Source: an optimization exercise on an open RTL-to-GDS flow (aim: small area and a short achievable clock period). Production flows keep margins and buffers that such runs may drop. No run shown here included a check of the RTL's function; only the layout flow was run. Power is estimated from default activity; no workload was simulated.

==> flow/design.v, too long to show whole: its modules and the start of the top module <==
// module cmx_add: 16 lines
// module bfu_internal: 19 lines
// module cmx_mult: 104 lines
// module delay_buffer: 31 lines
// module rom_async: 16 lines
// module tw_rom: 18 lines
// module bfu_dif_top: 591 lines
module bfu_dif_top
  #(parameter  Q_POINT = 8,
    parameter  TW_ROM_DEPTH = 4,
    parameter ADDR_W = $clog2(TW_ROM_DEPTH),
    parameter TW_ROM_FILE = "tw_rom_p_8_st_1_q_8.mem")
   (
     input clk,
     input reset_n,
     input [31:0] a,
     input [31:0] b,
     input [ADDR_W-1:0] tw_addr,
     output [31:0] c_plus,
     output [31:0] c_minus
   );
  // ...
==> flow/tw_rom_p_8_st_1_q_8.mem <==
00000100
FF4B00B5
FF000000
FF4BFF4B
==> flow/flow/run.sh <==
#!/bin/bash
# Standard layout, with the ports buffered by buf_2 cells instead of the
# cell buffer_ports picks by default, and a clock tree with larger sink
# clusters and no dummy loads. Each ORFS step logs under orfs/logs/.
set -euo pipefail
bash standard.sh BUFFER_PORTS_ARGS="-buffer_cell sky130_fd_sc_hd__buf_2" \
  CTS_ARGS="-sink_clustering_enable -repair_clock_nets -dont_use_dummy_load -sink_clustering_size 30 -sink_clustering_max_diameter 80" \
  finish > standard.log 2>&1
==> flow/standard.sh <==
#!/bin/bash
# synth_recipe.tcl (not shown) runs the flow's synth.tcl, then flattens the netlist and writes it again
# the make line also repeats each setting of config.mk as NAME=value (left out here)
make -C /OpenROAD-flow-scripts/flow DESIGN_CONFIG=/design/flow/config.mk WORK_HOME=/design/flow/orfs CLKGATE_MAP_FILE= SYNTH_SCRIPT=/design/flow/synth_recipe.tcl "${@:-finish}"
==> flow/config.mk <==
export PLATFORM = sky130hd
export DESIGN_NAME = bfu_dif_top
export DESIGN_NICKNAME = bfu_dif_top
export VERILOG_FILES = /design/flow/design.v
export SDC_FILE = /design/flow/constraint.sdc
export NUM_CORES = 4
export LEC_CHECK = 0
export CAP_MARGIN = 20
export CORE_MARGIN = 2
export CORE_UTILIZATION = 40
export SETUP_SLACK_MARGIN = 4.0
export SLEW_MARGIN = 20
==> flow/constraint.sdc <==
create_clock -name core_clock -period 6.5 [get_ports {clk}]
set_input_delay 1.3000 -clock core_clock [delete_from_list [all_inputs] [get_ports {clk}]]
set_output_delay 1.3000 -clock core_clock [all_outputs]
set_load 0.01 [all_outputs]
==> results_dict.tcl, run 1 <==
set metrics [dict create \
    vias 10960 \
    met1_usage_pct 17.63 \
    synth_xor_area_share_pct 7.106 \
    seq_cells 454 \
    crit_type "register to output port" \
    power_switching_mw 3.099 \
    cp-endpoint "c_plus[22]" \
    drc 0 \
    rr_worst_depth 11 \
    fin_crit_sh_pct 37.34 \
    final_util_pct 45.31 \
    grt_use_met2_pct 21.27 \
    leakage_nw 9.151 \
    wl_um 30180 \
    power.group.top "registers" \
    ys_types 52 \
    multi_input_area_share_pct 40.68 \
    multi_input_cells 1027 \
    worst_hold_slack_ps 264.0 \
    post-place-ws_ps 3419 \
    chipWidth_um 215.4 \
    p_comb_share_pct 34.3 \
    yosys_most_used_dff "dfxtp_1" \
    status "timing/DRC/antenna clean" \
    synth_fp_nets 1944 \
    hp-class "register to register" \
    final_nets 2053 \
    synth_top_area_share_pct 50.86 \
    startpoint_type "register" \
    initial_core_util_pct 40.50 \
    seq_cell_power_mw 4.39 \
    slowest_stage "dfxtp_1" \
    cp.arrival_ps 1130 \
    cts_htree_levels 1 \
    clock_tree.root_cell "clkbuf_16" \
    dieHeight_um 215.4 \
    cp_max_fo 1 \
    holdPathStages 0 \
    yosysSeqAreaShare_pct 50.86 \
    required_ps 5200 \
    synth_top_family_by_area "adder cells" \
    antenna_found_initial 3 \
    p_sw_share_pct 34.07 \
    clkPwrFrac_pct 17.5 \
    fin_crit_ps 2427 \
]
==> run 2, diff against run 1 <==
--- a/flow/design.v
+++ b/flow/design.v
@@ -251,22 +251,24 @@
   wire [8:0] srL = {1'b0, a[7:0]} + {1'b0, b[7:0]};
   wire [8:0] siL = {1'b0, a[23:16]} + {1'b0, b[23:16]};
   wire [8:0] ndL = {1'b0, b[7:0]} + {1'b0, ~a[7:0]} + {1'b1};
   wire [8:0] diL = {1'b0, a[23:16]} + {1'b0, ~b[23:16]} + {1'b1};
   reg [7:0] sr1, si1, nd1, di1;
   reg csr1, csi1, cnd1, cdi1;
   reg [7:0] arh1, aih1, brh1, bih1;
   reg r1_z2, r1_t3, r1_z0, r1_c;
+  reg i1_nz0, i1_nz2, i1_nt3;
   reg k1;
   always @(posedge clk) begin
     sr1 <= srL[7:0]; si1 <= siL[7:0]; nd1 <= ndL[7:0]; di1 <= diL[7:0];
     csr1 <= srL[8]; csi1 <= siL[8]; cnd1 <= ndL[8]; cdi1 <= diL[8];
     arh1 <= a[15:8]; aih1 <= a[31:24]; brh1 <= b[15:8]; bih1 <= b[31:24];
     r1_z2 <= tw_addr == 2'd2; r1_t3 <= tw_addr == 2'd3; r1_z0 <= tw_addr == 2'd0; r1_c <= ~tw_addr[1];
+    i1_nz0 <= tw_addr != 2'd0; i1_nz2 <= tw_addr != 2'd2; i1_nt3 <= tw_addr != 2'd3;
     k1 <= tw_addr[0];
   end
   wire [7:0] srH_a = arh1;
   wire [7:0] srH_b = brh1;
   wire srH_p0 = srH_a[0] ^ srH_b[0];
   wire srH_g0 = (srH_a[0] & srH_b[0]) | (csr1 & (srH_a[0] ^ srH_b[0]));
   wire srH_p1 = srH_a[1] ^ srH_b[1];
   wire srH_g1 = srH_a[1] & srH_b[1];
@@ -461,65 +463,67 @@
   wire diH_s4 = diH_p4 ^ diH_U1_3;
   wire diH_s5 = diH_p5 ^ diH_D5_4;
   wire diH_s6 = diH_p6 ^ diH_D4_5;
   wire diH_s7 = diH_p7 ^ diH_D5_6;
   wire [7:0] diH = {diH_s7, diH_s6, diH_s5, diH_s4, diH_s3, diH_s2, diH_s1, diH_s0};
   wire diH_co = diH_U2_7;
   wire [7:0] xrL = r1_z2 ? 8'd0 : (r1_t3 ? nd1 : ~nd1);
   wire [7:0] yrL = r1_z0 ? 8'd0 : di1;
-  wire [7:0] xiL = ~r1_z0 ? nd1 : 8'd0;
-  wire [7:0] yiL = ~r1_z2 ? (~r1_t3 ? di1 : ~di1) : 8'd0;
+  wire [7:0] xiL = i1_nz0 ? nd1 : 8'd0;
+  wire [7:0] yiL = i1_nz2 ? (i1_nt3 ? di1 : ~di1) : 8'd0;
   wire [8:0] urL = {1'b0, xrL} + {1'b0, yrL} + {r1_c};
-  wire [8:0] uiL = {1'b0, xiL} + {1'b0, yiL} + {r1_t3};
+  wire [8:0] uiL = {1'b0, xiL} + {1'b0, yiL} + {~i1_nt3};
   reg [31:0] p2;
   reg [7:0] ndh2, dih2, url2, uil2;
   reg cur2, cui2, ndz2;
   reg r2_z2, r2_t3, r2_z0;
-  reg k2;
+  reg i2_nz0, i2_nz2, i2_nt3;
+  reg k2, nk2;
   always @(posedge clk) begin
     p2 <= {siH, si1, srH, sr1};
     ndh2 <= ndH; dih2 <= diH;
     url2 <= urL[7:0]; uil2 <= uiL[7:0]; cur2 <= urL[8]; cui2 <= uiL[8];
     ndz2 <= nd1 != 8'd0;
     r2_z2 <= r1_z2; r2_t3 <= r1_t3; r2_z0 <= r1_z0;
-    k2 <= k1;
+    i2_nz0 <= i1_nz0; i2_nz2 <= i1_nz2; i2_nt3 <= i1_nt3;
+    k2 <= k1; nk2 <= ~k1;
   end
   wire nd_neg = ndh2[7] & (ndh2[6:0] != 7'd0 | ndz2);
   wire [9:0] ndxH = {{2{nd_neg}}, ndh2};
   wire [9:0] dixH = {{2{dih2[7]}}, dih2};
   wire [9:0] xrH = r2_z2 ? 10'd0 : (r2_t3 ? ndxH : ~ndxH);
   wire [9:0] yrH = r2_z0 ? 10'd0 : dixH;
-  wire [9:0] xiH = ~r2_z0 ? ndxH : 10'd0;
-  wire [9:0] yiH = ~r2_z2 ? (~r2_t3 ? dixH : ~dixH) : 10'd0;
+  wire [9:0] xiH = i2_nz0 ? ndxH : 10'd0;
+  wire [9:0] yiH = i2_nz2 ? (i2_nt3 ? dixH : ~dixH) : 10'd0;
   wire [10:0] urH = {1'b0, xrH} + {1'b0, yrH} + {cur2};
   wire [10:0] uiH = {1'b0, xiH} + {1'b0, yiH} + {cui2};
   wire [11:0] rlo_t0 = kmul(k2, url2[3:0]), rlo_t1 = kmul(k2, url2[7:4]);
-  wire [11:0] ilo_t0 = kmul(k2, uil2[3:0]), ilo_t1 = kmul(k2, uil2[7:4]);
+  wire [11:0] ilo_t0 = kmul(~nk2, uil2[3:0]), ilo_t1 = kmul(~nk2, uil2[7:4]);
   wire [4:0] rlo_c = {1'b0, rlo_t0[7:4]} + {1'b0, rlo_t1[3:0]};
   wire [4:0] ilo_c = {1'b0, ilo_t0[7:4]} + {1'b0, ilo_t1[3:0]};
   reg [31:0] p3;
   reg [9:0] urh3, uih3;
   reg [3:0] rt03, it03;
   reg [7:0] rt13, it13;
   reg rqc3, iqc3;
-  reg k3;
+  reg k3, nk3;
   always @(posedge clk) begin
     p3 <= p2;
     urh3 <= urH[9:0]; uih3 <= uiH[9:0];
     rt03 <= rlo_t0[11:8]; rt13 <= rlo_t1[11:4];
     it03 <= ilo_t0[11:8]; it13 <= ilo_t1[11:4];
     rqc3 <= rlo_c[4]; iqc3 <= ilo_c[4];
-    k3 <= k2;
+    k3 <= k2; nk3 <= nk2;
   end
   wire [11:0] rx2 = kmul(k3, urh3[3:0]), rx3 = kmul(k3, urh3[7:4]);
   wire [8:0] rxa = {1'b0, rx2[7:0]} + {1'b0, {rx3[3:0], 4'd0}};
   wire [7:0] rxv = rxa[7:0];
   wire rxco = rxa[8];
-  wire [11:0] ix2 = kmul(k3, uih3[3:0]), ix3 = kmul(k3, uih3[7:4]);
+  wire [11:0] ix2 = kmul(~nk3, uih3[3:0]), ix3 = kmul(~nk3, uih3[7:4]);
   wire [8:0] ixa = {1'b0, ix2[7:0]} + {1'b0, {ix3[3:0], 4'd0}};
   wire [7:0] ixv = ixa[7:0];
   wire ixco = ixa[8];
   wire [7:0] rqa_a = rt13;
   wire [7:0] rqa_b = {4'd0, rt03};
   wire rqa_p0 = rqa_a[0] ^ rqa_b[0];
   wire rqa_g0 = (rqa_a[0] & rqa_b[0]) | (rqc3 & (rqa_a[0] ^ rqa_b[0]));
   wire rqa_p1 = rqa_a[1] ^ rqa_b[1];
@@ -617,29 +621,78 @@
   wire iqa_s6 = iqa_p6 ^ iqa_D4_5;
   wire iqa_s7 = iqa_p7 ^ iqa_D5_6;
   wire [7:0] iqa = {iqa_s7, iqa_s6, iqa_s5, iqa_s4, iqa_s3, iqa_s2, iqa_s1, iqa_s0};
   wire iqa_co = iqa_U2_7;
   reg [31:0] p4;
   reg [9:0] urh4, uih4;
   reg [7:0] rq4, iq4, rx4, ix4;
   reg rxc4, ixc4;
-  reg k4;
+  reg k4, nk4;
   always @(posedge clk) begin
     p4 <= p3;
     urh4 <= urh3; uih4 <= uih3;
     rq4 <= rqa; iq4 <= iqa;
     rx4 <= rxv; ix4 <= ixv; rxc4 <= rxco; ixc4 <= ixco;
-    k4 <= k3;
+    k4 <= k3; nk4 <= nk3;
   end
   wire [11:0] rT2 = kmul(k4, urh4[3:0]), rT3 = kmul(k4, urh4[7:4]);
   wire [7:0] rT4 = kmul_top(k4, urh4[9:8]);
-  wire [8:0] rsb = {1'b0, rq4} + {1'b0, rx4};
-  wire [7:0] rsbv = rsb[7:0];
-  wire rcba = rsb[8], rcbb = rxc4;
+  wire [7:0] rsb_a = rq4;
+  wire [7:0] rsb_b = rx4;
+  wire rsb_p0 = rsb_a[0] ^ rsb_b[0];
+  wire rsb_g0 = rsb_a[0] & rsb_b[0];
+  wire rsb_p1 = rsb_a[1] ^ rsb_b[1];
+  wire rsb_g1 = rsb_a[1] & rsb_b[1];
+  wire rsb_p2 = rsb_a[2] ^ rsb_b[2];
+  wire rsb_g2 = rsb_a[2] & rsb_b[2];
+  wire rsb_p3 = rsb_a[3] ^ rsb_b[3];
+  wire rsb_g3 = rsb_a[3] & rsb_b[3];
+  wire rsb_p4 = rsb_a[4] ^ rsb_b[4];
+  wire rsb_g4 = rsb_a[4] & rsb_b[4];
+  wire rsb_p5 = rsb_a[5] ^ rsb_b[5];
+  wire rsb_g5 = rsb_a[5] & rsb_b[5];
+  wire rsb_p6 = rsb_a[6] ^ rsb_b[6];
+  wire rsb_g6 = rsb_a[6] & rsb_b[6];
+  wire rsb_p7 = rsb_a[7] ^ rsb_b[7];
+  wire rsb_g7 = rsb_a[7] & rsb_b[7];
+  wire rsb_U0_1 = rsb_g1 | (rsb_p1 & rsb_g0);
+  wire rsb_V0_1 = rsb_p1 & rsb_p0;
+  wire rsb_U0_3 = rsb_g3 | (rsb_p3 & rsb_g2);
+  wire rsb_V0_3 = rsb_p3 & rsb_p2;
+  wire rsb_U0_5 = rsb_g5 | (rsb_p5 & rsb_g4);
+  wire rsb_V0_5 = rsb_p5 & rsb_p4;
+  wire rsb_U0_7 = rsb_g7 | (rsb_p7 & rsb_g6);
+  wire rsb_V0_7 = rsb_p7 & rsb_p6;
+  wire rsb_U1_3 = rsb_U0_3 | (rsb_V0_3 & rsb_U0_1);
+  wire rsb_V1_3 = rsb_V0_3 & rsb_V0_1;
+  wire rsb_U1_7 = rsb_U0_7 | (rsb_V0_7 & rsb_U0_5);
+  wire rsb_V1_7 = rsb_V0_7 & rsb_V0_5;
+  wire rsb_U2_7 = rsb_U1_7 | (rsb_V1_7 & rsb_U1_3);
+  wire rsb_V2_7 = rsb_V1_7 & rsb_V1_3;
+  wire rsb_D4_5 = rsb_U0_5 | (rsb_V0_5 & rsb_U1_3);
+  wire rsb_E4_5 = rsb_V0_5 & rsb_V1_3;
+  wire rsb_D5_2 = rsb_g2 | (rsb_p2 & rsb_U0_1);
+  wire rsb_E5_2 = rsb_p2 & rsb_V0_1;
+  wire rsb_D5_4 = rsb_g4 | (rsb_p4 & rsb_U1_3);
+  wire rsb_E5_4 = rsb_p4 & rsb_V1_3;
+  wire rsb_D5_6 = rsb_g6 | (rsb_p6 & rsb_D4_5);
+  wire rsb_E5_6 = rsb_p6 & rsb_E4_5;
+  wire rsb_s0 = rsb_p0;
+  wire rsb_s1 = rsb_p1 ^ rsb_g0;
+  wire rsb_s2 = rsb_p2 ^ rsb_U0_1;
+  wire rsb_s3 = rsb_p3 ^ rsb_D5_2;
+  wire rsb_s4 = rsb_p4 ^ rsb_U1_3;
+  wire rsb_s5 = rsb_p5 ^ rsb_D5_4;
+  wire rsb_s6 = rsb_p6 ^ rsb_D4_5;
+  wire rsb_s7 = rsb_p7 ^ rsb_D5_6;
+  wire [7:0] rsb = {rsb_s7, rsb_s6, rsb_s5, rsb_s4, rsb_s3, rsb_s2, rsb_s1, rsb_s0};
+  wire rsb_co = rsb_U2_7;
+  wire [7:0] rsbv = rsb;
+  wire rcba = rsb_co, rcbb = rxc4;
   wire rc_cs0 = rT2[8] ^ rT3[4] ^ rT4[0];
   wire rc_cc0 = (rT2[8] & rT3[4]) | (rT2[8] & rT4[0]) | (rT3[4] & rT4[0]);
   wire rc_cs1 = rT2[9] ^ rT3[5] ^ rT4[1];
   wire rc_cc1 = (rT2[9] & rT3[5]) | (rT2[9] & rT4[1]) | (rT3[5] & rT4[1]);
   wire rc_cs2 = rT2[10] ^ rT3[6] ^ rT4[2];
   wire rc_cc2 = (rT2[10] & rT3[6]) | (rT2[10] & rT4[2]) | (rT3[6] & rT4[2]);
   wire rc_cs3 = rT2[11] ^ rT3[7] ^ rT4[3];
   wire rc_cc3 = (rT2[11] & rT3[7]) | (rT2[11] & rT4[3]) | (rT3[7] & rT4[3]);
@@ -648,21 +701,70 @@
   wire rc_cs5 = 1'b0 ^ rT3[9] ^ rT4[5];
   wire rc_cc5 = (1'b0 & rT3[9]) | (1'b0 & rT4[5]) | (rT3[9] & rT4[5]);
   wire rc_cs6 = 1'b0 ^ rT3[10] ^ rT4[6];
   wire rc_cc6 = (1'b0 & rT3[10]) | (1'b0 & rT4[6]) | (rT3[10] & rT4[6]);
   wire rc_cs7 = 1'b0 ^ rT3[11] ^ rT4[7];
   wire rc_cc7 = (1'b0 & rT3[11]) | (1'b0 & rT4[7]) | (rT3[11] & rT4[7]);
   wire [7:0] rcS = {rc_cs7, rc_cs6, rc_cs5, rc_cs4, rc_cs3, rc_cs2, rc_cs1, rc_cs0};
   wire [6:0] rcC = {rc_cc6, rc_cc5, rc_cc4, rc_cc3, rc_cc2, rc_cc1, rc_cc0};
-  wire [11:0] iT2 = kmul(k4, uih4[3:0]), iT3 = kmul(k4, uih4[7:4]);
-  wire [7:0] iT4 = kmul_top(k4, uih4[9:8]);
-  wire [8:0] isb = {1'b0, iq4} + {1'b0, ix4};
-  wire [7:0] isbv = isb[7:0];
-  wire icba = isb[8], icbb = ixc4;
+  wire [11:0] iT2 = kmul(~nk4, uih4[3:0]), iT3 = kmul(~nk4, uih4[7:4]);
+  wire [7:0] iT4 = kmul_top(~nk4, uih4[9:8]);
+  wire [7:0] isb_a = iq4;
+  wire [7:0] isb_b = ix4;
+  wire isb_p0 = isb_a[0] ^ isb_b[0];
+  wire isb_g0 = isb_a[0] & isb_b[0];
+  wire isb_p1 = isb_a[1] ^ isb_b[1];
+  wire isb_g1 = isb_a[1] & isb_b[1];
+  wire isb_p2 = isb_a[2] ^ isb_b[2];
+  wire isb_g2 = isb_a[2] & isb_b[2];
+  wire isb_p3 = isb_a[3] ^ isb_b[3];
+  wire isb_g3 = isb_a[3] & isb_b[3];
+  wire isb_p4 = isb_a[4] ^ isb_b[4];
+  wire isb_g4 = isb_a[4] & isb_b[4];
+  wire isb_p5 = isb_a[5] ^ isb_b[5];
+  wire isb_g5 = isb_a[5] & isb_b[5];
+  wire isb_p6 = isb_a[6] ^ isb_b[6];
+  wire isb_g6 = isb_a[6] & isb_b[6];
+  wire isb_p7 = isb_a[7] ^ isb_b[7];
+  wire isb_g7 = isb_a[7] & isb_b[7];
+  wire isb_U0_1 = isb_g1 | (isb_p1 & isb_g0);
+  wire isb_V0_1 = isb_p1 & isb_p0;
+  wire isb_U0_3 = isb_g3 | (isb_p3 & isb_g2);
+  wire isb_V0_3 = isb_p3 & isb_p2;
+  wire isb_U0_5 = isb_g5 | (isb_p5 & isb_g4);
+  wire isb_V0_5 = isb_p5 & isb_p4;
+  wire isb_U0_7 = isb_g7 | (isb_p7 & isb_g6);
+  wire isb_V0_7 = isb_p7 & isb_p6;
+  wire isb_U1_3 = isb_U0_3 | (isb_V0_3 & isb_U0_1);
+  wire isb_V1_3 = isb_V0_3 & isb_V0_1;
+  wire isb_U1_7 = isb_U0_7 | (isb_V0_7 & isb_U0_5);
+  wire isb_V1_7 = isb_V0_7 & isb_V0_5;
+  wire isb_U2_7 = isb_U1_7 | (isb_V1_7 & isb_U1_3);
+  wire isb_V2_7 = isb_V1_7 & isb_V1_3;
+  wire isb_D4_5 = isb_U0_5 | (isb_V0_5 & isb_U1_3);
+  wire isb_E4_5 = isb_V0_5 & isb_V1_3;
+  wire isb_D5_2 = isb_g2 | (isb_p2 & isb_U0_1);
+  wire isb_E5_2 = isb_p2 & isb_V0_1;
+  wire isb_D5_4 = isb_g4 | (isb_p4 & isb_U1_3);
+  wire isb_E5_4 = isb_p4 & isb_V1_3;
+  wire isb_D5_6 = isb_g6 | (isb_p6 & isb_D4_5);
+  wire isb_E5_6 = isb_p6 & isb_E4_5;
+  wire isb_s0 = isb_p0;
+  wire isb_s1 = isb_p1 ^ isb_g0;
+  wire isb_s2 = isb_p2 ^ isb_U0_1;
+  wire isb_s3 = isb_p3 ^ isb_D5_2;
+  wire isb_s4 = isb_p4 ^ isb_U1_3;
+  wire isb_s5 = isb_p5 ^ isb_D5_4;
+  wire isb_s6 = isb_p6 ^ isb_D4_5;
+  wire isb_s7 = isb_p7 ^ isb_D5_6;
+  wire [7:0] isb = {isb_s7, isb_s6, isb_s5, isb_s4, isb_s3, isb_s2, isb_s1, isb_s0};
+  wire isb_co = isb_U2_7;
+  wire [7:0] isbv = isb;
+  wire icba = isb_co, icbb = ixc4;
   wire ic_cs0 = iT2[8] ^ iT3[4] ^ iT4[0];
   wire ic_cc0 = (iT2[8] & iT3[4]) | (iT2[8] & iT4[0]) | (iT3[4] & iT4[0]);
   wire ic_cs1 = iT2[9] ^ iT3[5] ^ iT4[1];
   wire ic_cc1 = (iT2[9] & iT3[5]) | (iT2[9] & iT4[1]) | (iT3[5] & iT4[1]);
   wire ic_cs2 = iT2[10] ^ iT3[6] ^ iT4[2];
   wire ic_cc2 = (iT2[10] & iT3[6]) | (iT2[10] & iT4[2]) | (iT3[6] & iT4[2]);
   wire ic_cs3 = iT2[11] ^ iT3[7] ^ iT4[3];
   wire ic_cc3 = (iT2[11] & iT3[7]) | (iT2[11] & iT4[3]) | (iT3[7] & iT4[3]);
==> run 2 against run 1 <==
  * Still clean
  * Global-route usage decreased by 0.27 points
  * Routed wire length fell by 2.5%
  * Count of clock-buffer cells in the layout is 2 lower
  * Worst setup slack improved by 38 ps
  * Design area is essentially flat
  * Largest cell class unchanged
  * Largest power group unchanged
==> results_dict.tcl, run 2 <==
set metrics [dict create \
    startpoint_type "input port" \
    startpoint "b[17]" \
    chipWidth_um 216.1 \
    numCtsBuffers 26 \
    clkTransAtPathRegs_ps 100 \
    gp_congestion 0.7817 \
    cp_max_fo 3 \
    busiest_layer "met2" \
    synth_top_family_by_area "adder cells" \
    tightest_slew_ps 749.1 \
    final_nets 2044 \
    relSlewSlack_pct 48.77 \
    endpoint_kind "register" \
    grt_max_degree 31 \
    fillers 4198 \
    synth.area.mux_share_pct 0.1183 \
    die_area_um2 46680 \
    cts_num_sinks 463 \
    cp.arrival_ps 2780 \
    clock_latency_ps 570 \
    synth_edf_count 0 \
    synth_fp_nets 1932 \
    drive_gt1_share_pct 11.29 \
    fmax_mhz 418.6 \
    synth_simple_gate_area_share_pct 11.58 \
    coreArea_um2 44320 \
    crit_type "input port to register" \
    grt_pass1_vias 10750 \
    syn_inst 1670 \
    rr_worst_depth 10 \
    antenna_found_initial 2 \
    fin_crit_sh_pct 36.75 \
    worst_slack_ps 4111 \
    r2r_slack_ps 4140 \
    slowest_delay_ps 390 \
    yosysSeqAreaShare_pct 51.53 \
    synth_area_leaders "dfxtp_1, ha_1, fa_1" \
    drt_iter0_markers 416 \
    required_ps 6890 \
    dpl_cell_area_um2 19280 \
    peakVddDrop_uv 221.9 \
    skew_ps 55.61 \
    final_cell_mix "dfxtp_1, inv_1, buf_2, ha_1, nor2_1" \
    yosys_most_used_dff "dfxtp_1" \
    first_pass_iters 6 \
    min_to "p5[21]" \
    hp-class "register to register" \
    drtAntennaViolNets 0 \
    grt_pass1_wl_um 50070 \
    initial_core_util_pct 40.58 \
    wl_um 29410 \
    ys_seq_elements 463 \
    leakage_nw 9.156 \
    tritoncts "done" \
    yosys_warnings 1 \
    clock_tree.root_cell "clkbuf_16" \
    synth_commonest_cells "dfxtp_1, inv_1, ha_1" \
    rows 77 \
    grt-ovfl-total 0 \
    avgSynthCellArea_um2 10.77 \
    final-hold-violation-count 0 \
    synth-async-reset-ratio_pct 0 \
    num_io_pins 132 \
    synth_xor_area_share_pct 6.769 \
    avgViaCountPerCell 4.521 \
    r2r-end "cur2" \
    fin_crit_ps 2389 \
    grt_use_met2_pct 21.94 \
    wl_per_cell_um 12.39 \
    final_common_cell "dfxtp_1" \
    crit_chain "clkbuf_4, inv_12, ha_4, nor2b_4, o2111ai_1, nand3_1, o41a_1, xor2_1" \
    drv_slew 0 \
    syn-cell-area_um2 17990 \
    yosysMostFrequentCell "dfxtp_1" \
    slowest_stage "o41a_1" \
    status "timing/DRC/antenna clean" \
    vias 10730 \
    finalSetupTns_ps 0 \
    fin_area_um2 19990 \
    post-place-ws_ps 3539 \
    holdCritStartpoint "p4[21]" \
    p_per_area_nw_per_um2 446.2 \
    port_buffers 130 \
    holdPathStages 0 \
    synth_top_cell_by_area "dfxtp_1" \
    setup_viol 0 \
    syn_to_final_growth_pct 11.17 \
    clk_path_buf_depth 3 \
    drc 0 \
    synth_compound_area_share_pct 9.558 \
    synth_top_area_share_pct 51.53 \
    dieHeight_um 216.1 \
    met3_usage_pct 2.372 \
    grt_util_all_layers_pct 12.76 \
    cts_htree_levels 1 \
    yosys.area_share.adder_pct 16.25 \
    rsz0062_at_grt "true" \
    hpwlAfterDp_um 22640 \
    met1_usage_pct 16.44 \
    maxCapViolations 0 \
    ys_types 57 \
    reg2reg_from "r1_t3" \
]
## run 2: changes by cell type after synthesis, sizes merged, moves of 7 or more
cell	previous run	this run
xor2	64	55
a211oi	19	12
and2	23	50
a21oi	97	87
dfxtp	454	463
nand3	13	6
## run 2: through the flow
step / hold WS, ps / total power [mW] / util [%] / instances
after floorplan: 309.6 / 6.649 / - / 1670
after global placement: 309.7 / 7.393 / 43.50 / 2341
after detailed placement: 312.1 / 7.491 / 43.50 / 2341
after CTS: 283.3 / 9.092 / 44.99 / 2367
after global routing: 287.5 / 9.730 / 45.12 / 2373
final: 277.3 / 8.922 / 45.12 / 2373
## run 2: how the worst max path moves through the flow
stage	end	slack, ps	cells after the start
after detailed placement	di1[7]	3540	8
after global placement	di1[7]	3610	8
after floorplan	di1[7]	3910	7
after CTS	uih3[6]	4020	9
after global routing	cur2	3990	10
final	di1[7]	4110	8
## run 2: where the power goes
group | internal (mW) | total (mW) | switching (mW)
Sequential | 3.80 | 4.46 | 0.661
Combinational | 1.43 | 2.92 | 1.49
Clock | 0.708 | 1.55 | 0.840
Total | 5.93 | 8.92 | 2.99
## run 2: per-layer routing
metal | up-vias | wire (µm)
li1 | 5646 | -
met1 | 4900 | 13800
met2 | 143 | 13710
met3 | 37 | 1271
met4 | 2 | 609
met5 | - | 13
## run 2: final cells by class
type | count | area (µm²) | area share, %
repair buffers | 135 | 690.7 | 3.454
clock buffers | 26 | 650.6 | 3.254
flip-flops and latches | 463 | 9276 | 46.40
multi-input cells | 1015 | 8082 | 40.42
diodes | 1 | 2.502 | 0.01252
well taps | 592 | 740.7 | 3.705
inverters | 141 | 551.8 | 2.760
## run 2: critical path: cells and delay by family
| kind | cells | cell delay (ps) |
|---|---|---|
| buffers and inverters | 2 | 220 |
| AOI/OAI and AO/OA | 2 | 590 |
| and+or+nand+nor | 2 | 250 |
| xor gates and xnor gates | 1 | 180 |
| adders and majority gates | 1 | 230 |
## run 2: timing repair
item | CTS | global route
hold buffers | 0 | 0
gates resized for setup | 3 | 9
endpoints found under the hold margin | 0 | 0
endpoints found under the setup margin | 2 | 11
pin swaps | 0 | 2
buffers inserted | 0 | 5
## run 2: cell families after synthesis
logic type,after synthesis
xor+xnor,139
flops,463
compound gates,272
simple gates,408
fa+ha+maj,194
mux,2
buf+inv,192

## port drivers added, routing unchanged
In the flow no input, the clock included, has a driving cell. The finished layouts below were timed again as built, in two steps.
Step 1 assumes that a clkbuf_16 drives the clock port and a buf_2 every other input.
Step 2, shift: input delay + t, output delay - t, t = (earliest + latest rising clock arrival at the registers) / 2. This alone moves slack from input paths to output paths.
Slacks: ideal ports / drivers / drivers and shift; pairs: ideal ports / drivers.
| run | t, ns | setup slack, ns | worst setup path at the end | slew at the worst register clock pin (ns) | worst slew at a driven data input, ns |
|---|---|---|---|---|---|
| run 1 | 0.613 | 4.073 / 4.017 / 3.542 | input to register | 0.10 / 0.10 | 0.06 |
| run 2 | 0.599 | 4.111 / 4.060 / 3.541 | input to register | 0.10 / 0.10 | 0.06 |
After both steps every run listed still meets setup and hold. The setup slack of run 2, which loses most, moves by -0.051 ns with the drivers and by -0.570 ns with both steps.
